Source: an optimization exercise on an open RTL-to-GDS flow (aim: small area, a short achievable clock period and few clock cycles). Production flows keep margins and buffers that such runs may drop. RTL that was checked went through simulation tests only; none was proved equivalent to the original. The RTL of runs 3, 6 and 7 was laid out without a check of its function. No activity file was given, so power comes from the tool's default toggle rates.

--- constraint.sdc ---
create_clock -name core_clock -period 9.0 [get_ports {clock}]
set_input_delay 1.8000 -clock core_clock [delete_from_list [all_inputs] [get_ports {clock}]]
set_output_delay 1.8000 -clock core_clock [all_outputs]
set_load 0.01 [all_outputs]
--- design.v ---
module ULA (
	input  [15:0] A,
	input  [15:0] B,
	input  [4:0]  OP,
	output reg [15:0] RESU,
	output O,
	output C,
	output S,
	output Z
);
	wire [15:0] Y = OP[1] ? {16{OP[2]}} : (B ^ {16{OP[2]}});
	wire [16:0] SOMA = {1'b0, A} + {1'b0, Y} + {16'd0, OP[0]};
	wire arit_ok = (OP[2:0] != 3'b010) && (OP[2:0] != 3'b111);
	wire C_arit = SOMA[16] ^ (OP[2] & ~OP[1]);
	assign O = (A[15] == Y[15]) && (SOMA[15] != A[15]);
	wire um = (OP[3:0] == 4'b1111);
	wire [15:0] LOGICA;
	genvar i;
	generate
		for (i = 0; i < 16; i = i + 1) begin : g_logica
			assign LOGICA[i] = OP[{~B[i], ~A[i]}] && (i == 0 || !um);
		end
	endgenerate
	always @(*) begin
		if (OP[4])
			RESU = LOGICA;
		else if (!OP[3])
			RESU = arit_ok ? SOMA[15:0] : 16'd0;
		else if (OP[2:0] == 3'b000)
			RESU = {A[14:0], 1'b0};
		else if (OP[2:0] == 3'b001)
			RESU = {A[15], A[15:1]};
		else
			RESU = 16'd0;
	end
	assign C = OP[3] ? (OP[0] ? A[0] : A[15]) : C_arit;
	assign S = RESU[15];
	assign Z = (RESU == 16'd0);
endmodule
module Registrador_Flags(
	input clock,
	input reset,
	input habilita,
	input [4:0] controleOperacao,
	input Z, C, S, O,
	output reg [3:0] ZCSO       
);
	always @(posedge clock) begin
		if (reset)
			ZCSO <= 4'b0000;
		else if (habilita) begin
			case (controleOperacao)
				5'b10000: ZCSO[0] <= Z;
				5'b01000, 5'b01001: begin
					ZCSO[0] <= Z; ZCSO[1] <= C; ZCSO[2] <= S;
				end
				5'b00000, 5'b00001, 5'b00011,
				5'b00100, 5'b00101, 5'b00110: begin
					ZCSO <= {O, S, C, Z};
				end
				5'b10001, 5'b10010,
				5'b10100, 5'b10101, 5'b10110, 5'b10111,
				5'b11000, 5'b11001, 5'b11010, 5'b11011,
				5'b11100, 5'b11101, 5'b11110: begin
					ZCSO[0] <= Z; ZCSO[2] <= S;
				end
				default: ;
			endcase
		end
	end
endmodule
module TesteFlagsTemporario(
	input [3:0] RFlag_ZCSO,
	input [3:0] condicao,
	input Ver_Fal,
	output reg saida
);
	always @(*) begin
		case (condicao)
			4'b0100: saida = ~(Ver_Fal ^ RFlag_ZCSO[2]);
			4'b0101: saida = ~(Ver_Fal ^ RFlag_ZCSO[0]);
			4'b0110: saida = ~(Ver_Fal ^ RFlag_ZCSO[1]);
			4'b0111: saida = (~(Ver_Fal ^ RFlag_ZCSO[2])) | (~(Ver_Fal ^ RFlag_ZCSO[0]));
			4'b0000: saida = Ver_Fal;
			4'b0011: saida = ~(Ver_Fal ^ RFlag_ZCSO[3]);
			default: saida = 1'b0;
		endcase
	end
endmodule
module Extensor(
	input [15:0] instrucao,
	input [15:0] PC,
	input [15:0] B,
	output [15:0] alvo
);
	wire [15:0] desloc = instrucao[13] ? {{4{instrucao[11]}}, instrucao[11:0]}    
	                                   : {{8{instrucao[7]}}, instrucao[7:0]};     
	assign alvo = (instrucao[13:12] == 2'b11) ? B : PC + desloc;
endmodule
module Banco_Registro (
	input clock,
	input Hab_Lo,
	input Hab_Hi,
	input [2:0] Sel_E,
	input [15:0] E,
	input [2:0] Sel_A,
	input [2:0] Sel_B,
	output [15:0] A,
	output [15:0] B
);
	reg [15:0] registro [0:7];
	always @(posedge clock) begin
		if (Hab_Lo)
			registro[Sel_E][7:0] <= E[7:0];
		if (Hab_Hi)
			registro[Sel_E][15:8] <= E[15:8];
	end
	assign A = registro[Sel_A];
	assign B = registro[Sel_B];
endmodule
module IntegracaoModulos(
	input clock,
	input reset,
	output [15:0] imem_addr,
	input  [15:0] imem_data,
	output [15:0] dmem_addr,
	output [15:0] dmem_wdata,
	output dmem_we,
	input  [15:0] dmem_rdata,
	output halted
);
	reg [15:0] PC;         
	reg [15:0] IR;         
	reg        valido;     
	reg        halted_r;
	wire [1:0] formato = IR[15:14];
	wire [4:0] op = IR[10:6];
	wire [15:0] A, B, RESU, alvo;
	wire Z, C, S, O, salto;
	wire [3:0] ZCSO;
	wire eh_alu   = (formato == 2'b10);
	wire eh_store = eh_alu && (op == 5'b01011);
	wire eh_load  = eh_alu && (op == 5'b01010);
	wire eh_jreg  = (formato == 2'b00) && (IR[13:12] == 2'b11);
	wire eh_jal   = eh_jreg && !IR[11];
	wire eh_halt  = (IR == 16'h2FFF);
	wire desvia   = valido && (formato == 2'b00) && (IR[13] ? 1'b1 : salto);
	always @(posedge clock) begin
		if (reset) begin
			PC <= 16'd0;
			valido <= 1'b0;
			halted_r <= 1'b0;
		end else begin
			PC <= desvia ? alvo : PC + 16'd1;
			valido <= !desvia;
			if (valido && eh_halt)
				halted_r <= 1'b1;
		end
		IR <= imem_data;
	end
	assign imem_addr = PC;
	assign halted = halted_r || (valido && eh_halt);
	Extensor Extensor(.instrucao(IR), .PC(PC), .B(B), .alvo(alvo));
	wire [2:0] Sel_E = eh_jal ? 3'd6 : IR[13:11];
	reg  [15:0] E;
	always @(*) begin
		case (formato)
			2'b01:   E = {{5{IR[10]}}, IR[10:0]};
			2'b11:   E = {IR[7:0], IR[7:0]};
			2'b10:   E = eh_load ? dmem_rdata : RESU;
			default: E = PC;
		endcase
	end
	wire escreve = valido && ((formato == 2'b01) || (eh_alu && !eh_store) || eh_jal);
	wire hab_lo = escreve || (valido && formato == 2'b11 && !IR[10]);
	wire hab_hi = escreve || (valido && formato == 2'b11 && IR[10]);
	Banco_Registro Banco_Registro(
		.clock(clock), .Hab_Lo(hab_lo), .Hab_Hi(hab_hi), .Sel_E(Sel_E), .E(E),
		.Sel_A(IR[5:3]), .Sel_B(IR[2:0]), .A(A), .B(B)
	);
	ULA ULA(.A(A), .B(B), .OP(op), .RESU(RESU), .O(O), .C(C), .S(S), .Z(Z));
	Registrador_Flags Registrador_Flags(
		.clock(clock), .reset(reset), .habilita(valido && eh_alu), .controleOperacao(op),
		.Z(Z), .C(C), .S(S), .O(O), .ZCSO(ZCSO)
	);
	TesteFlagsTemporario TesteFlagsTemporario(
		.RFlag_ZCSO(ZCSO), .condicao(IR[11:8]), .Ver_Fal(IR[12]), .saida(salto)
	);
	assign dmem_addr  = A;
	assign dmem_wdata = B;
	assign dmem_we    = valido && eh_store;
endmodule
--- config.mk ---
export PLATFORM = sky130hd
export DESIGN_NAME = IntegracaoModulos
export DESIGN_NICKNAME = IntegracaoModulos
export VERILOG_FILES = /design/flow/design.v
export SDC_FILE = /design/flow/constraint.sdc
export NUM_CORES = 4
export LEC_CHECK = 0
export CAP_MARGIN = 20
export CORE_MARGIN = 2
export CORE_UTILIZATION = 40
export SETUP_SLACK_MARGIN = 5
export SLEW_MARGIN = 20
--- run.sh ---
#!/bin/bash
# synth_recipe.tcl (not shown) runs the flow's synth.tcl, then flattens the netlist and writes it again
# the make line also repeats each setting of config.mk as NAME=value (left out here)
make -C /OpenROAD-flow-scripts/flow DESIGN_CONFIG=/design/flow/config.mk WORK_HOME=/design/flow/orfs CLKGATE_MAP_FILE= SYNTH_SCRIPT=/design/flow/synth_recipe.tcl finish
==> metrics.cfg, run 1 <==
[synthesis]
netlist_area_sq_um = 11020
yosysWarnings = 5
synth_top_family_by_area = multiplexers
syn-num-nets = 1032
synth_enable_flop_cells = 128
synth.distinct_cells = 74
synthAdderAreaFrac_pct = 4.064
synth_ff_type = edfxtp_1
synth_cells = 964
synth-seq-cells = 166
synth_compound_area_share_pct = 13.02
synthSimpleGateAreaFrac_pct = 10.85
synth.area.mux_share_pct = 21.49
seq_area_frac_synth_pct = 41.77
synth-xor-area-share_pct = 4.052
synth_area_per_cell_sq_um = 11.43
async_flop_share_pct = 0

[power]
comb_power_share_pct = 31.2
switching_power_uw = 754.0
p_leak_uw = 0.005523
power.internal_uw = 1586
peakVddDrop_uv = 136.7
p_sw_share_pct = 32.22
power.share.clock_pct = 31.0
seqPwrFrac_pct = 37.7
power.density_nw_per_um2 = 157.7

[setup_path]
reg2regPathDepth = 16
r2r_slack_ps = 4650
worstReg2RegStart = IR[0]$_DFF_P_
r2r-end = Banco_Registro.registro[4][14]$_DFFE_PP_
startpoint_type = flop
crit_fanout = 8
critical_path.endpoint = Banco_Registro.registro[4][14]$_DFFE_PP_
critPathArrivalTime_ps = 4500
critPathCaptureType = flop
critPathKind = reg2reg
critPathLaunch = IR[0]$_DFF_P_
required_ps = 9150

[final_layout]
antenna_cells = 0
instances_no_fill = 1526
nets = 1240
drive_above_1_share_pct = 37.05
area_growth_pct = 34.59

[cts]
cts-htree-levels = 4
cts_tree = built
cts_root_buffer = clkbuf_16
ctsHoldBuffers = 0
cts_sinks = 166
clock_latency_ps = 440
cts_buffers = 17
cts_buffer_depth = 2
clkTransAtPathRegs_ps = 70

[floorplanning]
ios = 84
start_util_pct = 40.79
die_h_um = 170.0
core_area_sq_um = 27030
rows = 60
die_area_sq_um = 28900
fp.dieW_um = 170.0

[route]
avgViaCountPerCell = 6.277
postRouteAntennaNets = 0
wl_per_cell_um = 26.00
num_vias = 9578
wl_met2_mm = 18.37
drtIter0Drc = 1470
firstDrtPassIters = 6
routed.top_layer = met4
wl_met1_mm = 15.44
routed_wl_mm = 39.68
wl_met3_mm = 4.397
drcViolationCount = 0

[grt]
grt_pass1_wl_mm = 57.43
grt_max_degree = 45
grt_util_all_layers_pct = 27.24
antenna_found_initial = 0
grt_overflow = 0
grt_pass1_vias = 8941

[placement]
dp.cells = 1346
dp_hpwl_mm = 25.03
port_buffers = 83
place_congestion = 0.9420

[sta]
tns_ps = 0
worstMarginPinSlew_ps = 1126
max_freq_mhz = 229.9
slew_violations = 0
fin_crit_ps = 4351
grt_setup_unrepaired = true
skew_ps = 16.37
setup_violations = 0
finalHoldViolations = 0
max_slew_margin_pct = 24.43
finalCritPeriodShare_pct = 48.34

[hold_path]
hold_class = reg2reg

[run_status]
status = complete, no violations

[run]
drv_cap = 0

worst min-delay path by stage:
stage                                                       from                                      to  slack, ps  cells after the start
after floorplan           Registrador_Flags.ZCSO[3]$_SDFFE_PP0P_  Registrador_Flags.ZCSO[3]$_SDFFE_PP0P_        470                      2
after global placement    Registrador_Flags.ZCSO[3]$_SDFFE_PP0P_  Registrador_Flags.ZCSO[3]$_SDFFE_PP0P_        490                      2
after detailed placement  Registrador_Flags.ZCSO[3]$_SDFFE_PP0P_  Registrador_Flags.ZCSO[3]$_SDFFE_PP0P_        500                      2
after CTS                 Registrador_Flags.ZCSO[3]$_SDFFE_PP0P_  Registrador_Flags.ZCSO[3]$_SDFFE_PP0P_        510                      2
after global routing      Registrador_Flags.ZCSO[3]$_SDFFE_PP0P_  Registrador_Flags.ZCSO[3]$_SDFFE_PP0P_        550                      2
final                     Registrador_Flags.ZCSO[3]$_SDFFE_PP0P_  Registrador_Flags.ZCSO[3]$_SDFFE_PP0P_        510                      2
sequential cells by signal, summed over array words and instances (netlist names):
signal	flops
Banco_Registro.registro	128
IR	16
PC	16
Registrador_Flags.ZCSO	4
halted_r	1
valido	1
kinds of logic (layout without fill, tap and decap cells):
kind of cell | count (synthesis) | after routing
fa+ha+maj | 34 | 34
compound gates | 217 | 217
mux | 127 | 127
simple gates | 259 | 259
flops | 166 | 166
buf+inv | 110 | 331
xor+xnor | 51 | 51
area by class of cell:
type                       count  area, sq um
clock buffer                  19        442.9
clock inverter                13        133.9
fill                        2218        12190
inverter                      48        191.4
multi-input combinational    688         6523
sequential                   166         4628
tap                          341        426.7
timing repair buffer         251         2490
Yosys cell counts (all sizes together), types with 6 or more instances:
| master | number | share of area (%) |
|---|---|---|
| edfxtp | 128 | 35 |
| nor2 | 101 | 3.5 |
| mux4 | 76 | 16 |
| nand2 | 61 | 2.1 |
| a21oi | 55 | 2.5 |
| inv | 47 | 1.6 |
| o21ai | 41 | 1.9 |
| dfxtp | 38 | 6.9 |
| xnor2 | 37 | 2.9 |
| clkbuf | 34 | 1.2 |
| mux2i | 34 | 3.6 |
| ha | 31 | 3.5 |
| a211oi | 30 | 2.0 |
| buf | 28 | 2.0 |
| nand3 | 24 | 1.1 |
| mux2 | 17 | 1.8 |
| nor3 | 16 | 0.73 |
| xor2 | 14 | 1.1 |
| a21o | 13 | 0.89 |
| o22ai | 12 | 0.68 |
| nand2b | 11 | 0.62 |
| and3 | 10 | 0.57 |
| a31oi | 6 | 0.34 |
| nor2b | 6 | 0.34 |
repair_timing:
item | CTS | global route
resized for setup | 227 | 118
buffers inserted | 97 | 46
setup endpoints to repair | 168 | 156
cloned | 4 | 1
hold endpoints to repair | 0 | 0
pin swaps | 27 | 27
stage by stage:
step	setup WS [ps]	utilization, %	hold slack [ps]	power [uW]	area, sq um
after floorplan	4569	-	472.3	1243	11080
after global placement	3684	44.98	492.4	1408	12160
after detailed placement	3606	44.98	497.8	1410	12160
after CTS	4675	52.65	509.3	2258	14230
after global routing	4545	54.89	554.7	2421	14840
final	4649	54.89	507.9	2340	14840
critical path, cell delays in order (launching register included):
cell,delay (ps)
dfxtp_4,440
buf_12,130
mux4_2,520
mux2i_4,190
nor2_2,70
xnor2_2,160
fa_2,410
fa_2,360
nand2b_4,160
a21oi_4,150
o22a_4,190
a21oi_4,70
o21ai_4,170
xnor2_2,140
o221ai_2,150
a21o_1,200
mux4_2,550
per-layer routing:
layer	vias to the layer above	track usage, %
li1	4133	-
met1	4707	36.46
met2	653	43.32
met3	85	6.186
met4	0	10.41
met5	-	0
placed cells by master (no fill, tap or decap), drive strengths merged, types with 38 or more instances in the layout:
cell,Yosys,layout
dfxtp,38,38
a21oi,55,55
buf,28,182
inv,47,55
nand2,61,61
clkdlybuf4s50,0,51
edfxtp,128,128
nor2,101,101
o21ai,41,41
mux4,76,76
power by group through the flow:
stage          registers (uW)  logic (uW)  clock network, uW
3_5_place_dp              904         506                  0
6_report                  883         731                726
2_1_floorplan             887         357                  0
5_1_grt                   884         772                765
4_1_cts                   881         648                728
3_3_place_gp              904         503                  0
Testbench counts, summed over its fixed seeds: cycles 28,186.
==> inputs of run 2 (changes only) <==
--- a/config.mk
+++ b/config.mk
@@ -10,3 +10,2 @@
 export CORE_UTILIZATION = 40
-export SETUP_SLACK_MARGIN = 5
 export SLEW_MARGIN = 20
==> run 2 against run 1 <==
Against the previous run:
- cell count down 9.4%
- still clean on timing, DRC and antenna
- register-to-register slack worse by 1100 ps
- final area down 14%
- first-iteration DRC count down 38%
- routed wire length down 12%
- global-route usage down 2.7 points
==> metrics.cfg, run 2 <==
[sta]
slew_violations = 0
finalCritPeriodShare_pct = 60.13
grt_setup_unrepaired = false
fin_crit_ps = 5411
holdWs_ps = 517.3
setup_ws_ps = 3589
setup_violations = 0
max_freq_mhz = 184.8
tns_ps = 0
max_slew_margin_pct = 27.74
finalHoldViolations = 0
skew_ps = 16.32
worstMarginPinSlew_ps = 1080

[setup_path]
crit_fanout = 24
reg2regPathDepth = 15
cp_slowest_stage_delay_ps = 580
cp_num_buf_inv = 1
startpoint_type = flop
cp.depth = 15
critPathTopFamily = compound AO/OA/AOI/OAI gates
required_ps = 9130
critPathCaptureType = flop
critPathArrivalTime_ps = 5540
critPathLaunch = IR[0]$_DFF_P_
slowest_stage = mux4_2
path_cells = buf_4, mux4_2, mux2i_2, nor2_1, xnor2_1, ha_1, nand4_1, a211oi_1, a21oi_1, a21oi_1, o21ai_0, a2111oi_0, nand3b_1, a211oi_1, o22ai_1
critPathKind = reg2reg
worstReg2RegStart = IR[0]$_DFF_P_

[synthesis]
synth_top_area_cell = edfxtp_1
synth_cells = 964
synth.distinct_cells = 74
seq_area_frac_synth_pct = 41.77
synth_ff_type = edfxtp_1
yosysMostFrequentCell = edfxtp_1
ys_top_cells_by_area = edfxtp_1 (35%), mux4_2 (12%), dfxtp_1 (6.9%)
synth_common_cells = edfxtp_1 (128), nor2_1 (99), nand2_1 (61)
synth_enable_flop_cells = 128
netlist_area_sq_um = 11020
synth_top_area_share_pct = 34.87
async_flop_share_pct = 0
synth-seq-cells = 166
syn-num-nets = 1032
synth_area_per_cell_sq_um = 11.43
yosysWarnings = 5

[hold_path]
min_path_cells = 2
hp-start = Registrador_Flags.ZCSO[3]$_SDFFE_PP0P_
hold_class = reg2reg

[grt]
grt_pass1_vias = 8326
antenna_found_initial = 0
grt_pass1_wl_mm = 52.27
grt_overflow = 0
grt_util_all_layers_pct = 24.58
grt_max_degree = 45

[cts]
clkTransAtPathRegs_ps = 70
clock_latency_ps = 440
ctsResizeCount = 0
ctsHoldBuffers = 0
cts_root_buffer = clkbuf_16
cts_setup_buffers = 0
cts-htree-levels = 4
cts_buffers = 17
cts_tree = built
cts_sinks = 166
cts_buffer_depth = 2

[final_layout]
largest_register_ffs = 128
layout_commonest_cell = edfxtp_1
most-common-layout-cells = edfxtp_1 (128), nor2_1 (99), clkdlybuf4s50_1 (83)
drive_above_1_share_pct = 14.70
largest_register = Banco_Registro.registro
nets = 1096
area_growth_pct = 15.31
top_regs = Banco_Registro.registro (128), IR (16), PC (16)
antenna_cells = 0
instances_no_fill = 1382

[placement]
place_ws_ps = 3498
place_congestion = 0.9315
dp_hpwl_mm = 24.97
dp.cells = 1350
port_buffers = 83

[power]
power.density_nw_per_um2 = 167.2
p_leak_uw = 0.004583
peakVddDrop_uv = 127.7

[floorplanning]
die_h_um = 170.0
fp.dieW_um = 170.0
core_area_sq_um = 27030
die_area_sq_um = 28900
start_util_pct = 40.79
ios = 84
rows = 60

[run_status]
status = complete, no violations

[route]
wl_per_cell_um = 25.39
drtIter0Drc = 916
routed_wl_mm = 35.09
drcViolationCount = 0
avgViaCountPerCell = 6.221
num_vias = 8598
firstDrtPassIters = 6
postRouteAntennaNets = 0

[run]
drv_cap = 0

## run 2: path summary, 6_finish.rpt
| kind | endpoint | slack, ps |
|---|---|---|
| min | Registrador_Flags.ZCSO[3]$_SDFFE_PP0P_ | 520 |
| max reg2reg | Banco_Registro.registro[2][15]$_DFFE_PP_ | 3590 |
| max | Banco_Registro.registro[2][15]$_DFFE_PP_ | 3590 |
| min reg2reg | Registrador_Flags.ZCSO[3]$_SDFFE_PP0P_ | 520 |
## run 2: layout make-up
class	count	area, sq um
sequential	166	4608
clock inverter	13	133.9
multi-input combinational	688	5918
timing repair buffer	107	1011
clock buffer	19	432.9
inverter	48	180.2
fill	2429	14320
tap	341	426.7
## run 2: worst register-to-register path: cells and delay by family (launching register included)
| kind | cells | cell delay (ps) |
|---|---|---|
| xor gates and xnor gates | 1 | 160 |
| AOI/OAI and AO/OA | 7 | 1880 |
| and+or+nand+nor | 3 | 560 |
| DFF | 1 | 560 |
| muxes | 2 | 1060 |
| adders and majority gates | 1 | 420 |
| buffers and inverters | 1 | 500 |
## run 2: metrics by stage
| step | total power, uW | area [sq um] | utilization (%) |
|---|---|---|---|
| floorplan | 1235 | 11020 | - |
| global placement | 1404 | 12140 | 44.91 |
| detailed placement | 1407 | 12140 | 44.91 |
| CTS | 2127 | 12700 | 47.01 |
| global route | 2211 | 12710 | 47.03 |
| finish | 2126 | 12710 | 47.03 |
## run 2: cells by family after synthesis
family	after synthesis	synth area share, %
simple gates	259	10.85
compound gates	217	13.02
flops	166	41.77
mux	127	21.49
buf+inv	110	4.756
xor+xnor	51	4.052
fa+ha+maj	34	4.064
## run 2: metal layers
metal / GRT usage, % / vias up / part of all wire (%)
li1: - / 3840 / -
met1: 33.15 / 4244 / 42
met2: 37.78 / 449 / 45
met3: 6.349 / 65 / 9.4
met4: 10.18 / 0 / 3.7
met5: 0 / - / 0
## run 2: where the power goes
part           internal, uW  switching [uW]  total, uW
clock network           390             333        724
logic                   220             304        523
registers               858            20.7        879
total                  1470             658       2130
==> inputs of run 3 (changes only) <==
--- a/design.v
+++ b/design.v
@@ -133,2 +133,3 @@
 	reg [15:0] IR;         
+	reg [15:0] RA, RB;     
 	reg        valido;     
@@ -147,2 +148,22 @@
 	wire desvia   = valido && (formato == 2'b00) && (IR[13] ? 1'b1 : salto);
+	wire [2:0] Sel_E = eh_jal ? 3'd6 : IR[13:11];
+	reg  [15:0] E;
+	always @(*) begin
+		case (formato)
+			2'b01:   E = {{5{IR[10]}}, IR[10:0]};
+			2'b11:   E = {IR[7:0], IR[7:0]};
+			2'b10:   E = eh_load ? dmem_rdata : RESU;
+			default: E = PC;
+		endcase
+	end
+	wire escreve = valido && ((formato == 2'b01) || (eh_alu && !eh_store) || eh_jal);
+	wire hab_lo = escreve || (valido && formato == 2'b11 && !IR[10]);
+	wire hab_hi = escreve || (valido && formato == 2'b11 && IR[10]);
+	wire [2:0] Sel_A = imem_data[5:3];
+	wire [2:0] Sel_B = imem_data[2:0];
+	Banco_Registro Banco_Registro(
+		.clock(clock), .Hab_Lo(hab_lo), .Hab_Hi(hab_hi), .Sel_E(Sel_E), .E(E),
+		.Sel_A(Sel_A), .Sel_B(Sel_B), .A(A), .B(B)
+	);
+	wire fA = (Sel_A == Sel_E), fB = (Sel_B == Sel_E);
 	always @(posedge clock) begin
@@ -159,2 +180,6 @@
 		IR <= imem_data;
+		RA[7:0]  <= (fA && hab_lo) ? E[7:0]  : A[7:0];
+		RA[15:8] <= (fA && hab_hi) ? E[15:8] : A[15:8];
+		RB[7:0]  <= (fB && hab_lo) ? E[7:0]  : B[7:0];
+		RB[15:8] <= (fB && hab_hi) ? E[15:8] : B[15:8];
 	end
@@ -162,21 +187,4 @@
 	assign halted = halted_r || (valido && eh_halt);
-	Extensor Extensor(.instrucao(IR), .PC(PC), .B(B), .alvo(alvo));
-	wire [2:0] Sel_E = eh_jal ? 3'd6 : IR[13:11];
-	reg  [15:0] E;
-	always @(*) begin
-		case (formato)
-			2'b01:   E = {{5{IR[10]}}, IR[10:0]};
-			2'b11:   E = {IR[7:0], IR[7:0]};
-			2'b10:   E = eh_load ? dmem_rdata : RESU;
-			default: E = PC;
-		endcase
-	end
-	wire escreve = valido && ((formato == 2'b01) || (eh_alu && !eh_store) || eh_jal);
-	wire hab_lo = escreve || (valido && formato == 2'b11 && !IR[10]);
-	wire hab_hi = escreve || (valido && formato == 2'b11 && IR[10]);
-	Banco_Registro Banco_Registro(
-		.clock(clock), .Hab_Lo(hab_lo), .Hab_Hi(hab_hi), .Sel_E(Sel_E), .E(E),
-		.Sel_A(IR[5:3]), .Sel_B(IR[2:0]), .A(A), .B(B)
-	);
-	ULA ULA(.A(A), .B(B), .OP(op), .RESU(RESU), .O(O), .C(C), .S(S), .Z(Z));
+	Extensor Extensor(.instrucao(IR), .PC(PC), .B(RB), .alvo(alvo));
+	ULA ULA(.A(RA), .B(RB), .OP(op), .RESU(RESU), .O(O), .C(C), .S(S), .Z(Z));
 	Registrador_Flags Registrador_Flags(
@@ -188,4 +196,4 @@
 	);
-	assign dmem_addr  = A;
-	assign dmem_wdata = B;
+	assign dmem_addr  = RA;
+	assign dmem_wdata = RB;
 	assign dmem_we    = valido && eh_store;
--- a/config.mk
+++ b/config.mk
@@ -10,2 +10,3 @@
 export CORE_UTILIZATION = 40
+export SETUP_SLACK_MARGIN = 5
 export SLEW_MARGIN = 20
==> run 3 against run 2 <==
Against the previous run:
- power up 12%
- sequential share of layout area down 4.2 points
- area after synthesis down 2.8%
- fmax up 20%
- count of clock-buffer cells in the layout down 1
- critical endpoint is now Banco_Registro.registro[1][15]$_DFFE_PP_
- combinational power up 32%
- sequential cell count unchanged
- register-to-register slack better by 880 ps
- critical path type unchanged
- synthesized cell count down 3.9%
==> metrics.cfg, run 3 <==
[run_status]
status = complete, no violations

[synthesis]
synth_top_area_share_pct = 35.86
synth-seq-cells = 166
synth_area_per_cell_sq_um = 11.57
synth_cells = 926
syn-num-nets = 994
netlist_area_sq_um = 10720
synth_common_cells = edfxtp_1 (128), nor2_1 (83), mux4_2 (77)
async_flop_share_pct = 0
synth_top_area_cell = edfxtp_1
ys_top_cells_by_area = edfxtp_1 (36%), mux4_2 (16%), dfxtp_1 (7.1%)
synth_ff_type = edfxtp_1
yosysWarnings = 5
yosysMostFrequentCell = edfxtp_1
synth_enable_flop_cells = 128
synth.distinct_cells = 65
seq_area_frac_synth_pct = 42.96

[setup_path]
crit_path_frequent_cell = mux4_2
critPathTopFamily = multiplexers
cp_num_buf_inv = 2
cp.depth = 15
critPathArrivalTime_ps = 4670
reg2regPathDepth = 15
required_ps = 9140
critPathKind = reg2reg
path_cells = buf_6, buf_16, mux4_2, mux2i_4, nor2_1, xor2_1, ha_2, or3_1, o221a_4, o31a_1, o41a_1, mux2i_1, o21ai_2, a21o_1, mux4_2
crit_fanout = 8
slowest_stage = mux4_2
startpoint_type = flop
cp_slowest_stage_delay_ps = 580
critPathCaptureType = flop

[floorplanning]
die_h_um = 167.7
rows = 59
die_area_sq_um = 28120
ios = 84
start_util_pct = 40.90
fp.dieW_um = 167.7
core_area_sq_um = 26210

[final_layout]
nFillCells = 2152
instances_no_fill = 1476
top_regs = Banco_Registro.registro (128), IR (16), PC (16)
antenna_cells = 0
area_growth_pct = 34.60
layout_commonest_cell = edfxtp_1
most-common-layout-cells = edfxtp_1 (128), buf_4 (108), nor2_1 (80)
nets = 1196
drive_above_1_share_pct = 34.18
largest_register_ffs = 128
largest_register = Banco_Registro.registro

[placement]
port_buffers = 83
dp_hpwl_mm = 23.24
place_ws_ps = 3404
place_congestion = 0.9349
dp.cells = 1303

[sta]
max_slew_margin_pct = 21.79
finalCritPeriodShare_pct = 50.30
max_freq_mhz = 220.9
fin_crit_ps = 4527
holdWs_ps = 520.2
skew_ps = 12.08
setup_violations = 0
worstMarginPinSlew_ps = 1169
setup_ws_ps = 4473
tns_ps = 0
finalHoldViolations = 0
grt_setup_unrepaired = true
slew_violations = 0

[route]
drcViolationCount = 0
postRouteAntennaNets = 0
avgViaCountPerCell = 6.195
routed_wl_mm = 37.06
num_vias = 9144
wl_per_cell_um = 25.11
drtIter0Drc = 1073
firstDrtPassIters = 6

[grt]
grt_pass1_vias = 8689
antenna_found_initial = 0
grt_pass1_wl_mm = 54.27
grt_util_all_layers_pct = 26.00
grt_overflow = 0
grt_max_degree = 53

[hold_path]
hold_class = reg2reg
min_path_cells = 2

[cts]
clkTransAtPathRegs_ps = 70
cts_tree = built
cts_buffer_depth = 2
cts-htree-levels = 4
cts_root_buffer = clkbuf_16
cts_buffers = 17
cts_sinks = 166
clock_latency_ps = 440
ctsHoldBuffers = 0

[power]
finalPower_uw = 2378
power.density_nw_per_um2 = 164.8
peakVddDrop_uv = 131.9
p_leak_uw = 0.005439

[run]
drv_cap = 0

## run 3: changes by cell type after synthesis, sizes merged, moves of 7 or more
| cell | previous run | this run |
|---|---|---|
| buf | 28 | 19 |
| clkbuf | 34 | 41 |
| mux2i | 34 | 50 |
| nor2 | 101 | 83 |
| o21ai | 41 | 32 |
| xnor2 | 37 | 24 |
| xor2 | 14 | 30 |
## run 3: per-stage QoR
step | cell area, sq um | utilization (%)
after floorplan | 10870 | -
after global routing | 14430 | 55.05
after global placement | 11980 | 45.71
final | 14430 | 55.05
after detailed placement | 11980 | 45.71
after CTS | 14060 | 53.64
## run 3: logic make-up after synthesis
logic type               synth area share [%]
AND/OR/NAND/NOR                         10.19
buffers and inverters                   3.887
multiplexers                            22.50
adder cells (fa/ha/maj)                 4.179
XOR/XNOR                                4.413
AO/OA/AOI/OAI                           11.87
flip-flops                              42.96
## run 3: worst min-delay path: cells and delay by family, from the launching register on
family             cells  cell delay (ps)
AOI/OAI and AO/OA      2              140
DFF                    1              330
## run 3: metal layers
layer / track usage, % / vias to the layer above / part of all wire, % / wire length, um
li1: - / 3974 / - / -
met1: 35.53 / 4604 / 41 / 15080
met2: 42.03 / 469 / 48 / 17720
met3: 4.160 / 97 / 7.7 / 2863
met4: 9.679 / 0 / 3.7 / 1388
met5: 0 / - / 0 / 0
## run 3: path summary, 6_finish.rpt
kind / from / to / slack (ps)
setup / recovery: IR[0]$_DFF_P_ / Banco_Registro.registro[1][15]$_DFFE_PP_ / 4470
hold reg to reg: Registrador_Flags.ZCSO[3]$_SDFFE_PP0P_ / Registrador_Flags.ZCSO[3]$_SDFFE_PP0P_ / 520
setup reg to reg: IR[0]$_DFF_P_ / Banco_Registro.registro[1][15]$_DFFE_PP_ / 4470
hold / removal: Registrador_Flags.ZCSO[3]$_SDFFE_PP0P_ / Registrador_Flags.ZCSO[3]$_SDFFE_PP0P_ / 520
## run 3: area by class of cell
cell class | count | area, sq um | share of cell area (%)
Timing Repair Buffer | 243 | 2360 | 16.36
Clock buffer | 18 | 429.2 | 2.975
Clock inverter | 14 | 210.2 | 1.457
Sequential cell | 166 | 4621 | 32.03
Multi-Input combinational cell | 657 | 6220 | 43.11
Tap cell | 335 | 419.2 | 2.905
Inverter | 43 | 167.7 | 1.162
## run 3: where the power goes
part | internal (uW) | switching, uW
registers | 857 | 24.3
clock network | 474 | 334
logic | 337 | 352
## run 3: timing repair
action | in CTS | in global routing
buffers inserted | 106 | 29
endpoints found under the setup margin | 166 | 137
pin swaps | 22 | 15
cloned | 6 | 0
gates resized for setup | 204 | 48
==> inputs of run 4 (changes only) <==
--- a/design.v
+++ b/design.v
@@ -110,11 +110,13 @@
 );
-	reg [15:0] registro [0:7];
-	always @(posedge clock) begin
-		if (Hab_Lo)
-			registro[Sel_E][7:0] <= E[7:0];
-		if (Hab_Hi)
-			registro[Sel_E][15:8] <= E[15:8];
-	end
-	assign A = registro[Sel_A];
-	assign B = registro[Sel_B];
+	reg [127:0] registro;    
+	integer i;
+	always @(posedge clock)
+		for (i = 0; i < 8; i = i + 1) begin
+			if (Hab_Lo && Sel_E == i)
+				registro[16*i +: 8] <= E[7:0];
+			if (Hab_Hi && Sel_E == i)
+				registro[16*i+8 +: 8] <= E[15:8];
+		end
+	assign A = registro[16*Sel_A +: 16];
+	assign B = registro[16*Sel_B +: 16];
 endmodule
==> flow/run.sh (new file) <==
#!/bin/bash
set -euo pipefail
bash standard.sh SETUP_SLACK_MARGIN=${MARGIN:-6} finish > standard.log 2>&1
==> standard.sh (new file) <==
#!/bin/bash
# synth_recipe.tcl (not shown) runs the flow's synth.tcl, then flattens the netlist and writes it again
# the make line also repeats each setting of config.mk as NAME=value (left out here)
make -C /OpenROAD-flow-scripts/flow DESIGN_CONFIG=/design/flow/config.mk WORK_HOME=/design/flow/orfs CLKGATE_MAP_FILE= SYNTH_SCRIPT=/design/flow/synth_recipe.tcl "${@:-finish}"
--- a/config.mk
+++ b/config.mk
@@ -10,3 +10,2 @@
 export CORE_UTILIZATION = 40
-export SETUP_SLACK_MARGIN = 5
 export SLEW_MARGIN = 20
removed: run.sh
==> run 4 against run 3 <==
Against the previous run:
- worst setup slack gained 1000 ps
- non-clock buffer count shrank 52
- global-route usage shrank 0.91 points
- final area grew 11%
- utilization shrank 0.98 points
- critical path type is now reg2out
- largest cell class unchanged
- largest power group unchanged
==> metrics.cfg, run 4 <==
[hold_path]
hold_class = reg2reg
hp-start = PC[0]$_SDFF_PP0_

[grt]
grt_pass1_wl_mm = 58.31
grt_util_all_layers_pct = 25.09
grt_max_degree = 39
grt_overflow = 0
grt_pass1_vias = 9487
antenna_found_initial = 0

[synthesis]
syn-num-nets = 1106
synth_area_per_cell_sq_um = 11.52
synth_top_area_cell = edfxtp_1
synth_cells = 1037
synth.distinct_cells = 76
synth_top_area_share_pct = 32.18
yosysMostFrequentCell = edfxtp_1
synth_enable_flop_cells = 128
synth_ff_type = edfxtp_1
async_flop_share_pct = 0
seq_area_frac_synth_pct = 43.91
synth-seq-cells = 198
yosysWarnings = 5
ys_top_cells_by_area = edfxtp_1 (32%), mux4_2 (15%), dfxtp_1 (12%)
netlist_area_sq_um = 11940
synth_common_cells = edfxtp_1 (128), mux4_2 (79), a21oi_1 (76)

[final_layout]
most-common-layout-cells = edfxtp_1 (128), mux4_2 (79), buf_4 (60)
area_growth_pct = 33.81
nets = 1245
largest_register_ffs = 128
layout_commonest_cell = edfxtp_1
drive_above_1_share_pct = 36.75
antenna_cells = 0
largest_register = Banco_Registro.registro

[run]
drv_cap = 0

[sta]
tns_ps = 0
max_slew_margin_pct = 33.67
finalHoldViolations = 0
skew_ps = 18.59
setup_violations = 0
slew_violations = 0
finalCritPeriodShare_pct = 38.83
holdWs_ps = 516.6
grt_setup_unrepaired = true
worstMarginPinSlew_ps = 991.3
setup_ws_ps = 5505
fin_crit_ps = 3495
max_freq_mhz = 286.1

[floorplanning]
fp.dieW_um = 176.8
ios = 84
start_util_pct = 40.41
die_h_um = 176.8
rows = 63
die_area_sq_um = 31260
core_area_sq_um = 29560

[placement]
dp_hpwl_mm = 24.26
port_buffers = 83
place_congestion = 0.9312
place_ws_ps = 4862

[setup_path]
critPathLaunch = IR[10]$_DFF_P_
startpoint_type = flop
cp_slowest_stage_delay_ps = 370
worstReg2RegStart = IR[7]$_DFF_P_
required_ps = 7200
path_cells = buf_12, nand4_1, nor4_4, a21o_1, buf_2
slowest_stage = dfxtp_4
critPathArrivalTime_ps = 1700
critPathCaptureType = output port
critPathKind = reg2out
crit_fanout = 2

[route]
postRouteAntennaNets = 0
drcViolationCount = 0
wl_per_cell_um = 25.27
routed_wl_mm = 39.90
firstDrtPassIters = 5
drtIter0Drc = 798
num_vias = 9578
avgViaCountPerCell = 6.066

[cts]
clkTransAtPathRegs_ps = 90
cts_sinks = 198
clock_latency_ps = 440
cts_buffer_depth = 2
cts_tree = built
ctsHoldBuffers = 0
cts_buffers = 17
cts-htree-levels = 4
cts_root_buffer = clkbuf_16

[power]
finalPower_uw = 2597
peakVddDrop_uv = 131.1
p_leak_uw = 0.005784
power.density_nw_per_um2 = 162.5

[run_status]
status = complete, no violations

-- run 4: power by group --
| part | total, uW | internal (uW) | switching, uW |
|---|---|---|---|
| sequential | 1090 | 1020 | 71.2 |
| combinational | 737 | 358 | 379 |
| clock | 773 | 379 | 394 |
| total | 2600 | 1750 | 844 |
-- run 4: final cells by class --
| class | instances | area [sq um] |
|---|---|---|
| Sequential cell | 198 | 5439 |
| Clock buffer | 18 | 429.2 |
| Inverter | 35 | 156.4 |
| Fill cell | 2464 | 13580 |
| Timing Repair Buffer | 191 | 2158 |
| Clock inverter | 14 | 166.4 |
| Tap cell | 390 | 488.0 |
| Multi-Input combinational cell | 733 | 7146 |
-- run 4: cells by family after synthesis --
group                    share of synthesized area (%)
AO/OA/AOI/OAI                                    14.98
AND/OR/NAND/NOR                                  11.80
flip-flops                                       43.91
adder cells (fa/ha/maj)                          3.855
XOR/XNOR                                         4.033
buffers and inverters                            3.824
multiplexers                                     17.60
-- run 4: final timing paths --
| kind | slack (ps) | end | depth (start not counted) |
|---|---|---|---|
| max reg2reg | 5550 | Banco_Registro.registro[104]$_DFFE_PP_ | 15 |
| max | 5500 | halted | 5 |
| min reg2reg | 520 | PC[0]$_SDFF_PP0_ | 1 |
| min | 520 | PC[0]$_SDFF_PP0_ | 1 |
-- run 4: critical path: cells and delay by family, from the launching register on --
family                 cells  cell delay (ps)
AO/OA/AOI/OAI              1              180
buffers and inverters      2              250
flip-flops                 1              370
AND/OR/NAND/NOR            2              460
-- run 4: per-layer routing --
layer | vias to the layer above | track usage, % | routed length (um)
met5 | - | 0 | 0
met4 | 0 | 10.50 | 1861
met3 | 114 | 4.768 | 3004
met2 | 411 | 43.07 | 19850
met1 | 4749 | 30.98 | 15180
li1 | 4304 | - | -
-- run 4: metrics by stage --
stage,util (%),std cells,cell area (sq um)
floorplan,-,1037,12240
global placement,44.61,1456,13190
detailed placement,44.61,1456,13190
CTS,51.84,1550,15320
global route,54.07,1579,15980
finish,54.07,1579,15980
-- run 4: what timing repair did --
action	in CTS	in global routing
pin swaps	51	31
resized for setup	310	76
cloned	9	5
setup buffers	53	23
setup endpoints to repair	335	238
Testbench counts of run 4, summed over its fixed seeds: cycles 28,186.
==> inputs of run 5 (changes only) <==
==> run.sh (new file) <==
#!/bin/bash
# synth_recipe.tcl (not shown) runs the flow's synth.tcl, then flattens the netlist and writes it again
# the make line also repeats each setting of config.mk as NAME=value (left out here)
make -C /OpenROAD-flow-scripts/flow DESIGN_CONFIG=/design/flow/config.mk WORK_HOME=/design/flow/orfs CLKGATE_MAP_FILE= SYNTH_SCRIPT=/design/flow/synth_recipe.tcl finish
--- a/config.mk
+++ b/config.mk
@@ -10,2 +10,3 @@
 export CORE_UTILIZATION = 40
+export SETUP_SLACK_MARGIN = 5
 export SLEW_MARGIN = 20
removed: flow/run.sh
removed: standard.sh
==> run 5 against run 4 <==
Against the previous run:
- final area is 12% lower
- sequential share of layout area is 3.2 points higher
- die area stayed put
- critical path depth is 1 lower
- combinational power is 26% lower
- clock skew is 3.3 ps lower
- register-to-register slack worse by 410 ps
- cell count is 4.9% lower
- worst setup slack worse by 390 ps
- clock power is 8.2% higher
- critical endpoint is now dmem_we
==> metrics.cfg, run 5 <==
[route]
routed_wl_mm = 36.25
wl_per_cell_um = 24.15
drcViolationCount = 0
firstDrtPassIters = 6
num_vias = 9062
drtIter0Drc = 860
avgViaCountPerCell = 6.037
postRouteAntennaNets = 0

[hold_path]
min_path_cells = 2
hp-start = Registrador_Flags.ZCSO[3]$_SDFFE_PP0P_
hold_end = Registrador_Flags.ZCSO[3]$_SDFFE_PP0P_
hold_class = reg2reg

[synthesis]
synth-seq-cells = 198
yosysWarnings = 5
yosysMostFrequentCell = edfxtp_1
synth_top_area_share_pct = 32.18
async_flop_share_pct = 0
synth_top_family_by_area = multiplexers
seq_area_frac_synth_pct = 43.91
synth_compound_area_share_pct = 14.98
syn-num-nets = 1106
synth_top_area_cell = edfxtp_1
synthAdderAreaFrac_pct = 3.855
synth_area_per_cell_sq_um = 11.52
synthSimpleGateAreaFrac_pct = 11.80
synth_ff_type = edfxtp_1
synth.area.mux_share_pct = 17.60
synth-xor-area-share_pct = 4.033
synth_enable_flop_cells = 128
ys_top_cells_by_area = edfxtp_1 (32%), mux4_2 (15%), dfxtp_1 (12%)
netlist_area_sq_um = 11940
synth_common_cells = edfxtp_1 (128), mux4_2 (79), a21oi_1 (76)
synth_cells = 1037
synth.distinct_cells = 76

[setup_path]
r2r_slack_ps = 5140
slowest_stage = clkdlybuf4s50_1
critPathKind = reg2out
cp_slowest_stage_delay_ps = 590
path_cells = buf_12, nand2b_1, nor4_1, clkdlybuf4s50_1
r2r-end = Banco_Registro.registro[76]$_DFFE_PP_
startpoint_type = flop
critPathCaptureType = output port
critPathArrivalTime_ps = 2080
required_ps = 7200
crit_fanout = 18
worstReg2RegStart = RB[0]$_DFF_P_
reg2regPathDepth = 13

[run]
drv_cap = 0

[final_layout]
antenna_cells = 0
most-common-layout-cells = edfxtp_1 (128), clkdlybuf4s50_1 (80), mux4_2 (79)
largest_register_ffs = 128
area_growth_pct = 18.32
layout_commonest_cell = edfxtp_1
nets = 1167
largest_register = Banco_Registro.registro
drive_above_1_share_pct = 17.10
design_area_sq_um = 14130

[placement]
place_congestion = 0.8872
place_ws_ps = 4684
port_buffers = 83
place_area_sq_um = 13120
dp_hpwl_mm = 23.91

[sta]
max_freq_mhz = 257.5
setup_violations = 0
grt_setup_unrepaired = false
slew_violations = 0
finalCritPeriodShare_pct = 43.15
worstMarginPinSlew_ps = 1067
setup_ws_ps = 5117
fin_crit_ps = 3883
skew_ps = 15.29
tns_ps = 0
finalHoldViolations = 0
max_slew_margin_pct = 28.63

[cts]
cts_buffer_depth = 2
cts_sinks = 198
cts-htree-levels = 4
cts_buffers = 17
cts_root_buffer = clkbuf_16
clkTransAtPathRegs_ps = 90
cts_tree = built
clock_latency_ps = 450

[floorplanning]
core_area_sq_um = 29560
fp.dieW_um = 176.8
die_h_um = 176.8
die_area_sq_um = 31260
start_util_pct = 40.41
ios = 84
rows = 63

[grt]
grt_pass1_wl_mm = 54.44
grt_max_degree = 39
grt_pass1_vias = 8831
antenna_found_initial = 0
grt_util_all_layers_pct = 23.62
grt_overflow = 0

[power]
finalPower_uw = 2470
peakVddDrop_uv = 143.9
p_leak_uw = 0.004960
power.density_nw_per_um2 = 174.8

[run_status]
status = complete, no violations

run 5: changes by cell type in the layout (fill, tap and decap cells not counted), moves of 9 or more:
| cell | before | now |
|---|---|---|
| dfxtp_1 | 9 | 64 |
| clkdlybuf4s50_1 | 27 | 80 |
| dlygate4sd2_1 | 51 | 0 |
| dfxtp_4 | 47 | 3 |
| buf_4 | 60 | 17 |
| a21oi_1 | 48 | 76 |
| a21oi_2 | 26 | 2 |
| buf_12 | 20 | 5 |
| inv_1 | 18 | 33 |
| buf_6 | 14 | 3 |
| dfxtp_2 | 14 | 3 |
| nor2_1 | 46 | 55 |
run 5: kinds of logic after synthesis:
family	Yosys count
compound gates	263
xor+xnor	55
fa+ha+maj	35
buf+inv	107
flops	198
mux	107
simple gates	272
run 5: power by group:
| group | switching (uW) | leakage [uW] | total, uW | internal [uW] |
|---|---|---|---|---|
| Sequential | 73.2 | 0.00175 | 1090 | 1010 |
| Clock | 441 | 0.000309 | 836 | 395 |
| Combinational | 289 | 0.00290 | 547 | 258 |
run 5: timing repair:
action                                  CTS  global route
hold buffers                              0             0
pin swaps                                 2             1
setup buffers                             2             0
resized for setup                        24            13
endpoints found under the setup margin   37            44
cloned                                    6             0
run 5: through the flow:
stage / hold WS (ps) / std cells / utilization [%]
final: 499.6 / 1501 / 47.81
after detailed placement: 485.8 / 1460 / 44.39
after floorplan: 466.7 / 1037 / -
after global routing: 529.8 / 1501 / 47.81
after global placement: 481.8 / 1460 / 44.39
after CTS: 500.8 / 1500 / 47.57
run 5: how the worst max path moves through the flow:
stage / cells past startpoint / slack (ps) / from / endpoint
after detailed placement: 7 / 4680 / imem_data[4] / RA[9]$_DFF_P_
final: 4 / 5120 / IR[8]$_DFF_P_ / dmem_we
after CTS: 5 / 4950 / IR[12]$_DFF_P_ / halted
after floorplan: 14 / 5030 / IR[8]$_DFF_P_ / Banco_Registro.registro[111]$_DFFE_PP_
after global routing: 14 / 5000 / IR[7]$_DFF_P_ / Banco_Registro.registro[108]$_DFFE_PP_
after global placement: 7 / 4750 / imem_data[4] / RA[9]$_DFF_P_
run 5: metal layers:
layer / vias to the layer above / routed length, um / track usage, %
met2: 377 / 17560 / 39.18
li1: 4125 / - / -
met3: 89 / 2845 / 5.112
met1: 4471 / 14270 / 29.63
met4: 0 / 1565 / 10.64
met5: - / 0 / 0
run 5: worst max-delay path, delay by kind of cell, from the launching register on:
family	cells	cell delay, ps
flip-flops	1	360
AND/OR/NAND/NOR	2	510
buffers and inverters	2	750
run 5: area by class of cell:
cell class | count | area [sq um]
Fill cell | 2639 | 15430
Multi-Input combinational cell | 732 | 6327
Sequential cell | 198 | 5260
Timing Repair Buffer | 114 | 1280
Tap cell | 390 | 488.0
Clock buffer | 17 | 425.4
Clock inverter | 15 | 220.2
Inverter | 35 | 131.4
==> inputs of run 6 (changes only) <==
--- a/design.v
+++ b/design.v
@@ -137,3 +137,4 @@
 	reg        valido;     
-	reg        halted_r;
+	reg        halted_r;   
+	reg        escrita;    
 	wire [1:0] formato = IR[15:14];
@@ -148,3 +149,2 @@
 	wire eh_jal   = eh_jreg && !IR[11];
-	wire eh_halt  = (IR == 16'h2FFF);
 	wire desvia   = valido && (formato == 2'b00) && (IR[13] ? 1'b1 : salto);
@@ -175,2 +175,3 @@
 			halted_r <= 1'b0;
+			escrita <= 1'b0;
 		end else begin
@@ -178,4 +179,5 @@
 			valido <= !desvia;
-			if (valido && eh_halt)
+			if (!desvia && imem_data == 16'h2FFF)
 				halted_r <= 1'b1;
+			escrita <= !desvia && (imem_data[15:14] == 2'b10) && (imem_data[10:6] == 5'b01011);
 		end
@@ -188,3 +190,3 @@
 	assign imem_addr = PC;
-	assign halted = halted_r || (valido && eh_halt);
+	assign halted = halted_r;
 	Extensor Extensor(.instrucao(IR), .PC(PC), .B(RB), .alvo(alvo));
@@ -200,3 +202,3 @@
 	assign dmem_wdata = RB;
-	assign dmem_we    = valido && eh_store;
-endmodule
+	assign dmem_we    = escrita;
+endmodule
--- a/config.mk
+++ b/config.mk
@@ -9,3 +9,3 @@
 export CORE_MARGIN = 2
-export CORE_UTILIZATION = 40
+export CORE_UTILIZATION = 65
 export SETUP_SLACK_MARGIN = 5
==> run 6 against run 5 <==
Against the previous run:
- via count is 3.5% higher
- utilization grew 28 points
- clock skew fell by 5.6 ps
- routed wire length is 8.1% lower
- sequential power about the same
- critical path type is now reg2reg
- largest cell class unchanged
==> metrics.cfg, run 6 <==
[grt]
use_met3_pct = 6.882
antenna_found_initial = 0
met2_usage_pct = 55.13
grt_util_all_layers_pct = 34.71
grt_pass1_wl_mm = 51.19
grt_overflow = 0
grt_pass1_vias = 8839
grt_max_degree = 53
grt_most_used_layer = met2
grtUsageMet1_pct = 47.60

[placement]
place_congestion = 0.9767
dp_hpwl_mm = 22.96
dp.cells = 1312
port_buffers = 83
place_area_sq_um = 12900
place_ws_ps = 4442

[run_status]
status = complete, no violations

[cts]
ctsHoldBuffers = 0
cts_buffers = 17
clock_latency_ps = 440
cts_sinks = 199
clkTransAtPathRegs_ps = 70
cts_buffer_depth = 2
cts-htree-levels = 4
cts_root_buffer = clkbuf_16
cts_tree = built

[sta]
slew_violations = 0
setup_ws_ps = 5110
worstMarginPinSlew_ps = 938.3
skew_ps = 9.663
setup_violations = 0
max_freq_mhz = 257.1
grt_setup_unrepaired = true
finalHoldViolations = 0
finalCritPeriodShare_pct = 43.22
tns_ps = 0
max_slew_margin_pct = 37.10
fin_crit_ps = 3890

[final_layout]
area_growth_pct = 14.45
multi_input_area_sq_um = 6325
regArea_sq_um = 5268
drive_above_1_share_pct = 15.80
largest_register = Banco_Registro.registro
nFillCells = 1208
antenna_cells = 0
instances_no_fill = 1349
design_area_sq_um = 13650
layout_commonest_cell = edfxtp_1
most-common-layout-cells = edfxtp_1 (128), a21oi_1 (84), clkdlybuf4s50_1 (81)
nets = 1177
largest_register_ffs = 128

[setup_path]
critPathTopFamily = compound AO/OA/AOI/OAI gates
critPathArrivalTime_ps = 4150
crit_fanout = 42
path_cells = clkbuf_8, inv_1, fa_1, inv_1, fa_1, a211oi_2, o211ai_1, nand4_1, a211oi_2, nor3_1, o311ai_1, a31oi_2, inv_1
critPathKind = reg2reg
startpoint_type = flop
required_ps = 9260
slowest_stage = fa_1
crit_path_frequent_cell = inv_1
cp_num_buf_inv = 4
critPathCaptureType = flop
cp_slowest_stage_delay_ps = 450

[power]
p_leak_uw = 0.004776
power.density_nw_per_um2 = 175.3
peakVddDrop_uv = 158.7

[route]
drtIter0Drc = 1158
avgViaCountPerCell = 6.954
num_vias = 9381
routed_wl_mm = 33.32
postRouteAntennaNets = 0
drcViolationCount = 0
firstDrtPassIters = 5
wl_per_cell_um = 24.70

[floorplanning]
start_util_pct = 66.39
die_area_sq_um = 19450
rows = 49
core_area_sq_um = 17960
ios = 84
die_h_um = 139.5
fp.dieW_um = 139.5

[synthesis]
synth_area_per_cell_sq_um = 11.32
async_flop_share_pct = 0
synth-xor-area-share_pct = 4.407
synth.distinct_cells = 70
synth_ff_type = edfxtp_1
synth-seq-cells = 199
yosysMostFrequentCell = edfxtp_1
synth_common_cells = edfxtp_1 (128), a21oi_1 (86), mux4_2 (80)
synth_enable_flop_cells = 128
synth_top_area_cell = edfxtp_1
seq_area_frac_synth_pct = 44.15
synth_compound_area_share_pct = 14.23
ys_top_cells_by_area = edfxtp_1 (32%), mux4_2 (15%), dfxtp_1 (12%)
syn-num-nets = 1122
synth_top_area_share_pct = 32.23
synthSimpleGateAreaFrac_pct = 12.55
yosysWarnings = 5
netlist_area_sq_um = 11930
synth.area.mux_share_pct = 17.07
synthAdderAreaFrac_pct = 3.861
synth_top_family_by_area = multiplexers
synth_cells = 1053

[hold_path]
hold_class = reg2reg

[run]
drv_cap = 0

-- run 6: timing repair --
item                       in CTS  in global routing
setup endpoints to repair     169                118
gates cloned                    1                  1
gates resized for setup        10                 18
pin swaps                       0                  1
buffers inserted                2                  1
hold endpoints to repair        0                  0
-- run 6: per-stage QoR --
stage | hold slack (ps) | utilization (%) | power, uW
after global placement | 449.9 | 71.80 | 1618
final | 496.1 | 75.98 | 2393
after global routing | 526.2 | 75.98 | 2476
after floorplan | 449.2 | - | 1441
after CTS | 497.2 | 75.37 | 2370
after detailed placement | 480.4 | 71.80 | 1624
-- run 6: worst paths after layout --
| check | start | endpoint | slack (ps) | depth (start not counted) |
|---|---|---|---|---|
| worst max-delay path | IR[6]$_DFF_P_ | Banco_Registro.registro[46]$_DFFE_PP_ | 5110 | 13 |
| worst min-delay path | Registrador_Flags.ZCSO[1]$_SDFFE_PP0P_ | Registrador_Flags.ZCSO[1]$_SDFFE_PP0P_ | 500 | 2 |
| worst max register to register | IR[6]$_DFF_P_ | Banco_Registro.registro[46]$_DFFE_PP_ | 5110 | 13 |
| worst min register to register | Registrador_Flags.ZCSO[1]$_SDFFE_PP0P_ | Registrador_Flags.ZCSO[1]$_SDFFE_PP0P_ | 500 | 2 |
-- run 6: kinds of logic (layout without fill, tap and decap cells) --
group	after synthesis	after routing
XOR/XNOR	60	60
AO/OA/AOI/OAI	251	251
buffers and inverters	106	173
adder cells (fa/ha/maj)	35	35
multiplexers	103	103
flip-flops	199	199
AND/OR/NAND/NOR	299	299
-- run 6: final cells by class --
class	count	area share, %
clock buffers	17	3.117
clock inverters	14	1.192
inverters	33	0.9351
multi-input cells	748	46.34
flip-flops and latches	199	38.60
well taps	229	2.099
repair buffers	108	7.682
repair inverters	1	0.03667
-- run 6: power breakdown --
part | internal, uW | switching, uW
Clock | 393 | 367
Combinational | 246 | 295
Sequential | 1020 | 72.4
-- run 6: worst reg2reg max path, delay by kind of cell, from the launching register on --
family                   cells  cell delay (ps)
AND/OR/NAND/NOR              2              380
adder cells (fa/ha/maj)      2              710
buffers and inverters        4              850
flip-flops                   1              320
AO/OA/AOI/OAI                5             1450
-- run 6: routing by layer --
metal / up-vias / routed length, um
li1: 4172 / -
met1: 4553 / 12580
met2: 558 / 15930
met3: 98 / 3524
met4: 0 / 1292
met5: - / 0
==> inputs of run 7 (changes only) <==
--- a/config.mk
+++ b/config.mk
@@ -9,3 +9,3 @@
 export CORE_MARGIN = 2
-export CORE_UTILIZATION = 65
+export CORE_UTILIZATION = 40
 export SETUP_SLACK_MARGIN = 5
==> run 7 against run 6 <==
Against the previous run:
- register-to-register slack better by 70 ps
- count of clock-buffer cells in the layout is 2 higher
- sequential power hardly changed
- die area is 60% higher
- largest power group unchanged
==> metrics.cfg, run 7 <==
[run_status]
status = complete, no violations

[sta]
setup_violations = 0
finalCritPeriodShare_pct = 42.41
setup_ws_ps = 5183
max_freq_mhz = 262.0
grt_setup_unrepaired = true
tns_ps = 0
slew_violations = 0
finalHoldViolations = 0
max_slew_margin_pct = 26.20
fin_crit_ps = 3817
worstMarginPinSlew_ps = 1103
skew_ps = 13.25

[synthesis]
syn-num-nets = 1122
yosysMostFrequentCell = edfxtp_1
synth.distinct_cells = 70
synth_area_per_cell_sq_um = 11.32
synth_compound_area_share_pct = 14.23
synth_ff_type = edfxtp_1
synth_enable_flop_cells = 128
synth.area.mux_share_pct = 17.07
synthAdderAreaFrac_pct = 3.861
synth_common_cells = edfxtp_1 (128), a21oi_1 (86), mux4_2 (80)
synth_cells = 1053
synthSimpleGateAreaFrac_pct = 12.55
synth_top_area_cell = edfxtp_1
synth_top_area_share_pct = 32.23
netlist_area_sq_um = 11930
ys_top_cells_by_area = edfxtp_1 (32%), mux4_2 (15%), dfxtp_1 (12%)
synth-xor-area-share_pct = 4.407
seq_area_frac_synth_pct = 44.15
async_flop_share_pct = 0
synth_top_family_by_area = multiplexers
synth-seq-cells = 199
yosysWarnings = 5

[final_layout]
regArea_sq_um = 5268
layout_commonest_cell = edfxtp_1
antenna_cells = 0
nets = 1180
largest_register = Banco_Registro.registro
area_growth_pct = 16.23
design_area_sq_um = 13860
drive_above_1_share_pct = 16.01
most-common-layout-cells = edfxtp_1 (128), a21oi_1 (83), mux4_2 (80)
largest_register_ffs = 128
multi_input_area_sq_um = 6344
fin_util_pct = 47.02
nFillCells = 2680

[route]
firstDrtPassIters = 5
drcViolationCount = 0
routed_wl_mm = 35.38
num_vias = 9220
drtIter0Drc = 823
postRouteAntennaNets = 0
wl_per_cell_um = 23.37
avgViaCountPerCell = 6.090

[floorplanning]
core_area_sq_um = 29480
rows = 63
die_area_sq_um = 31210
start_util_pct = 40.45
fp.dieW_um = 176.7
ios = 84
die_h_um = 176.7

[setup_path]
slowest_stage = or4_1
crit_fanout = 52
crit_path_frequent_cell = fa_1
cp_slowest_stage_delay_ps = 610
critPathArrivalTime_ps = 4200
path_cells = buf_12, nor2b_1, xnor2_1, fa_1, inv_1, fa_1, a211oi_2, o211ai_1, a41oi_2, xor2_1, o221ai_1, or4_1, nor4_4, a32o_1
critPathCaptureType = flop
critPathKind = reg2reg
required_ps = 9380
startpoint_type = flop

[grt]
antenna_found_initial = 0
grt_util_all_layers_pct = 22.95
grt_pass1_vias = 8925
grt_max_degree = 53
grt_overflow = 0
grt_pass1_wl_mm = 53.81

[cts]
cts_sinks = 199
cts_tree = built
cts-htree-levels = 4
ctsHoldBuffers = 0
cts_buffer_depth = 2
cts_root_buffer = clkbuf_16
cts_buffers = 17
clock_latency_ps = 440
clkTransAtPathRegs_ps = 80

[power]
p_sw_share_pct = 31.26
power.density_nw_per_um2 = 172.5
power.internal_uw = 1644
peakVddDrop_uv = 129.4
power.share.clock_pct = 31.4
seqPwrFrac_pct = 45.5
p_leak_uw = 0.004786
comb_power_share_pct = 23.2
switching_power_uw = 747.4

[run]
drv_cap = 0

[placement]
place_congestion = 0.9138
port_buffers = 83
place_area_sq_um = 13140
place_ws_ps = 4702
dp_hpwl_mm = 24.43

[hold_path]
hold_class = reg2reg

==> run 7: cell types whose count changed in the layout (fill, tap and decap cells not counted), sizes merged <==
cell,change
buf,+8
bufinv,-1
inv,+1
clkinv,-2
clkdlybuf4s50,-2
==> run 7: stage by stage <==
step           hold WS (ps)  power [uW]  instances
2_1_floorplan         449.2        1441       1053
3_3_place_gp          472.0        1633       1478
3_5_place_dp          472.5        1638       1478
4_1_cts               496.1        2383       1513
5_1_grt               530.8        2484       1514
6_report              501.3        2391       1514
==> run 7: worst max-delay path: cells and delay by family (launching register included) <==
| kind | cells | cell delay (ps) |
|---|---|---|
| AO/OA/AOI/OAI | 5 | 1140 |
| AND/OR/NAND/NOR | 3 | 880 |
| adder cells (fa/ha/maj) | 2 | 700 |
| XOR/XNOR | 2 | 370 |
| flip-flops | 1 | 350 |
| buffers and inverters | 2 | 280 |
==> run 7: power groups by stage <==
stage | Clock, uW | Combinational (uW) | Sequential (uW)
floorplan | 0 | 362 | 1080
global placement | 0 | 527 | 1110
detailed placement | 0 | 531 | 1110
CTS | 758 | 539 | 1090
global route | 793 | 602 | 1090
finish | 750 | 554 | 1090
==> run 7: area by class of cell <==
class	instances	share of cell area, %
inverter	33	0.9207
timing repair buffer	112	7.592
sequential	199	38.00
tap	390	3.520
multi-input combinational	748	45.77
clock inverter	13	1.002
clock buffer	19	3.196
==> run 7: final timing paths <==
check | from | end | slack, ps | cells past startpoint
max | IR[7]$_DFF_P_ | Registrador_Flags.ZCSO[0]$_SDFFE_PP0P_ | 5180 | 14
min | halted_r$_SDFFE_PP0P_ | halted_r$_SDFFE_PP0P_ | 500 | 2
max reg2reg | IR[7]$_DFF_P_ | Registrador_Flags.ZCSO[0]$_SDFFE_PP0P_ | 5180 | 14
min reg2reg | halted_r$_SDFFE_PP0P_ | halted_r$_SDFFE_PP0P_ | 500 | 2
==> run 7: timing repair <==
action | CTS | global route
resized for setup | 6 | 21
pin swaps | 1 | 4
setup buffers | 3 | 0
setup endpoints to repair | 57 | 71
==> run 7: kinds of logic after synthesis <==
logic type / count (synthesis)
flip-flops: 199
multiplexers: 103
AO/OA/AOI/OAI: 251
adder cells (fa/ha/maj): 35
AND/OR/NAND/NOR: 299
buffers and inverters: 106
XOR/XNOR: 60
==> run 7: metal layers <==
| metal | wire length [um] | share of wire (%) | vias to the layer above | track usage, % |
|---|---|---|---|---|
| met1 | 15210 | 43 | 4616 | 30.56 |
| li1 | - | - | 4168 | - |
| met4 | 1431 | 4.0 | 0 | 9.952 |
| met5 | 0 | 0 | - | 0 |
| met3 | 1903 | 5.4 | 79 | 3.501 |
| met2 | 16840 | 48 | 357 | 37.32 |
==> inputs of run 8 (changes only) <==
--- a/design.v
+++ b/design.v
@@ -91,9 +91,11 @@
 	input [15:0] instrucao,
+	input desvia,              
 	input [15:0] PC,
 	input [15:0] B,
-	output [15:0] alvo
-);
-	wire [15:0] desloc = instrucao[13] ? {{4{instrucao[11]}}, instrucao[11:0]}    
+	output [15:0] proximo
+);
+	wire [15:0] desloc = !desvia ? 16'd1
+	                   : instrucao[13] ? {{4{instrucao[11]}}, instrucao[11:0]}    
 	                                   : {{8{instrucao[7]}}, instrucao[7:0]};     
-	assign alvo = (instrucao[13:12] == 2'b11) ? B : PC + desloc;
+	assign proximo = (desvia && instrucao[13:12] == 2'b11) ? B : PC + desloc;
 endmodule
@@ -141,3 +143,3 @@
 	wire [4:0] op = IR[10:6];
-	wire [15:0] A, B, RESU, alvo;
+	wire [15:0] A, B, RESU, proximo;
 	wire Z, C, S, O, salto;
@@ -177,3 +179,3 @@
 		end else begin
-			PC <= desvia ? alvo : PC + 16'd1;
+			PC <= proximo;
 			valido <= !desvia;
@@ -191,3 +193,3 @@
 	assign halted = halted_r;
-	Extensor Extensor(.instrucao(IR), .PC(PC), .B(RB), .alvo(alvo));
+	Extensor Extensor(.instrucao(IR), .desvia(desvia), .PC(PC), .B(RB), .proximo(proximo));
 	ULA ULA(.A(RA), .B(RB), .OP(op), .RESU(RESU), .O(O), .C(C), .S(S), .Z(Z));
==> run 8 against run 7 <==
Against the previous run:
- cell count shrank 2.6%
- utilization grew 0.26 points
- global-route usage shrank 0.38 points
- power grew 0.31%
- final area shrank 2.1%
- sequential cell count is the same
- first-iteration DRC count grew 11%
- clock power grew 5.5%
- combinational power shrank 6.1%
- hold slack gained 2.6 ps
- area after synthesis shrank 2.3%
- critical path type unchanged
- largest cell class unchanged
- largest power group unchanged
- highest routed layer unchanged
==> metrics.cfg, run 8 <==
[run_status]
status = complete, no violations

[setup_path]
critPathKind = reg2reg
slowest_stage = a221o_1
path_cells = buf_12, clkinvlp_4, buf_4, xnor2_1, ha_1, and2_4, a221o_1, o21a_1, or3_1, a31o_1, a211oi_2, nor3_1, a21oi_2, inv_1
required_ps = 9160
startpoint_type = flop

[cts]
ctsHoldBuffers = 0
clkTransAtPathRegs_ps = 80
cts_buffer_depth = 2
cts_buffers = 17

[power]
peakVddDrop_uv = 140.8
p_leak_uw = 0.004718

[route]
drcViolationCount = 0
drtIter0Drc = 913
num_vias = 8777
firstDrtPassIters = 6

[floorplanning]
rows = 62
die_h_um = 174.6

[grt]
grt_overflow = 0
grt_max_degree = 44
grt_pass1_vias = 8619
grt_util_all_layers_pct = 22.57

[sta]
finalCritPeriodShare_pct = 42.44
max_freq_mhz = 261.8
skew_ps = 21.80
max_slew_margin_pct = 25.68
grt_setup_unrepaired = true

[placement]
dp_hpwl_mm = 23.71
port_buffers = 83
place_congestion = 0.9191
place_area_sq_um = 12810

[final_layout]
antenna_cells = 0
nets = 1145
layout_commonest_cell = edfxtp_1
nFillCells = 2597
fin_util_pct = 47.28
largest_register_ffs = 128

[synthesis]
synth_ff_type = edfxtp_1
async_flop_share_pct = 0
synth-seq-cells = 199
synth_common_cells = edfxtp_1 (128), mux4_2 (80), a21oi_1 (77), nand2_1 (77), dfxtp_1 (71)
seq_area_frac_synth_pct = 45.21
synth_top_area_share_pct = 33.00
yosysWarnings = 5
syn-num-nets = 1083
synth_top_area_cell = edfxtp_1
synth_cells = 1016

[hold_path]
hold_class = reg2reg

[run]
drv_cap = 0

run 8: cell count changes after synthesis, moves of 10 or more:
cell      delta
nand2_1     +12
xor2_1      -20
clkbuf_1    -10
a211oi_1    -13
o21ai_0     +22
nor2_1      -16
run 8: final timing paths:
check,to,cells past startpoint,from,slack [ps]
max,Banco_Registro.registro[57]$_DFFE_PP_,14,IR[8]$_DFF_P_,5180
min reg2reg,Registrador_Flags.ZCSO[0]$_SDFFE_PP0P_,2,Registrador_Flags.ZCSO[0]$_SDFFE_PP0P_,500
min,Registrador_Flags.ZCSO[0]$_SDFFE_PP0P_,2,Registrador_Flags.ZCSO[0]$_SDFFE_PP0P_,500
max reg2reg,Banco_Registro.registro[57]$_DFFE_PP_,14,IR[8]$_DFF_P_,5180
run 8: per-layer routing:
metal / routed length [um] / GRT usage [%] / vias to the layer above
met5: 0 / 0 / -
li1: - / - / 4012
met4: 698 / 6.944 / 0
met3: 2067 / 3.677 / 46
met2: 15710 / 36.14 / 335
met1: 15000 / 31.69 / 4384
run 8: layout make-up:
| type | instances | area (sq um) | area share (%) |
|---|---|---|---|
| Multi-Input combinational cell | 712 | 5991 | 44.15 |
| Sequential cell | 199 | 5269 | 38.83 |
| Timing Repair Buffer | 110 | 1064 | 7.838 |
| Tap cell | 384 | 480.5 | 3.541 |
| Clock buffer | 17 | 425.4 | 3.135 |
| Clock inverter | 15 | 191.4 | 1.411 |
| Inverter | 37 | 143.9 | 1.060 |
| Timing Repair inverter | 1 | 5.005 | 0.03688 |
run 8: cells by family after synthesis:
group | count (synthesis) | share of synthesized area [%]
AO/OA/AOI/OAI | 253 | 14.41
XOR/XNOR | 42 | 3.159
adder cells (fa/ha/maj) | 33 | 3.739
buffers and inverters | 105 | 3.857
flip-flops | 199 | 45.21
multiplexers | 104 | 17.55
AND/OR/NAND/NOR | 280 | 12.08
run 8: metrics by stage:
step	total power [uW]	hold WS, ps	setup WS, ps	cells
floorplan	1426	455.4	5294	1016
global placement	1607	477.5	4593	1436
detailed placement	1610	486.0	4444	1436
CTS	2397	504.4	4995	1472
global route	2502	526.8	4888	1475
finish	2399	503.9	5180	1475
run 8: power by group:
| part | internal [uW] | switching [uW] |
|---|---|---|
| Clock | 382 | 409 |
| Sequential | 1020 | 65.9 |
| Combinational | 243 | 277 |
| Total | 1650 | 752 |
run 8: critical path: cells and delay by family, from the launching register on:
kind	cells	cell delay, ps
adder cells (fa/ha/maj)	1	330
AND/OR/NAND/NOR	3	640
flip-flops	1	350
AO/OA/AOI/OAI	5	1270
buffers and inverters	4	790
XOR/XNOR	1	140
run 8: what timing repair did:
action | CTS | global route
cloned | 1 | 0
buffers inserted | 3 | 2
setup endpoints to repair | 92 | 57
resized for setup | 8 | 22
pin swaps | 1 | 3
Testbench counts of run 8, summed over its fixed seeds: cycles 28,186.

Check on run 8: ideal ports give 5.180 ns setup slack; a clkbuf_16 on the clock port and buf_2 on the inputs give 5.180 ns; moving port delays by the midpoint clock arrival (0.498 ns) as well gives 5.086 ns.
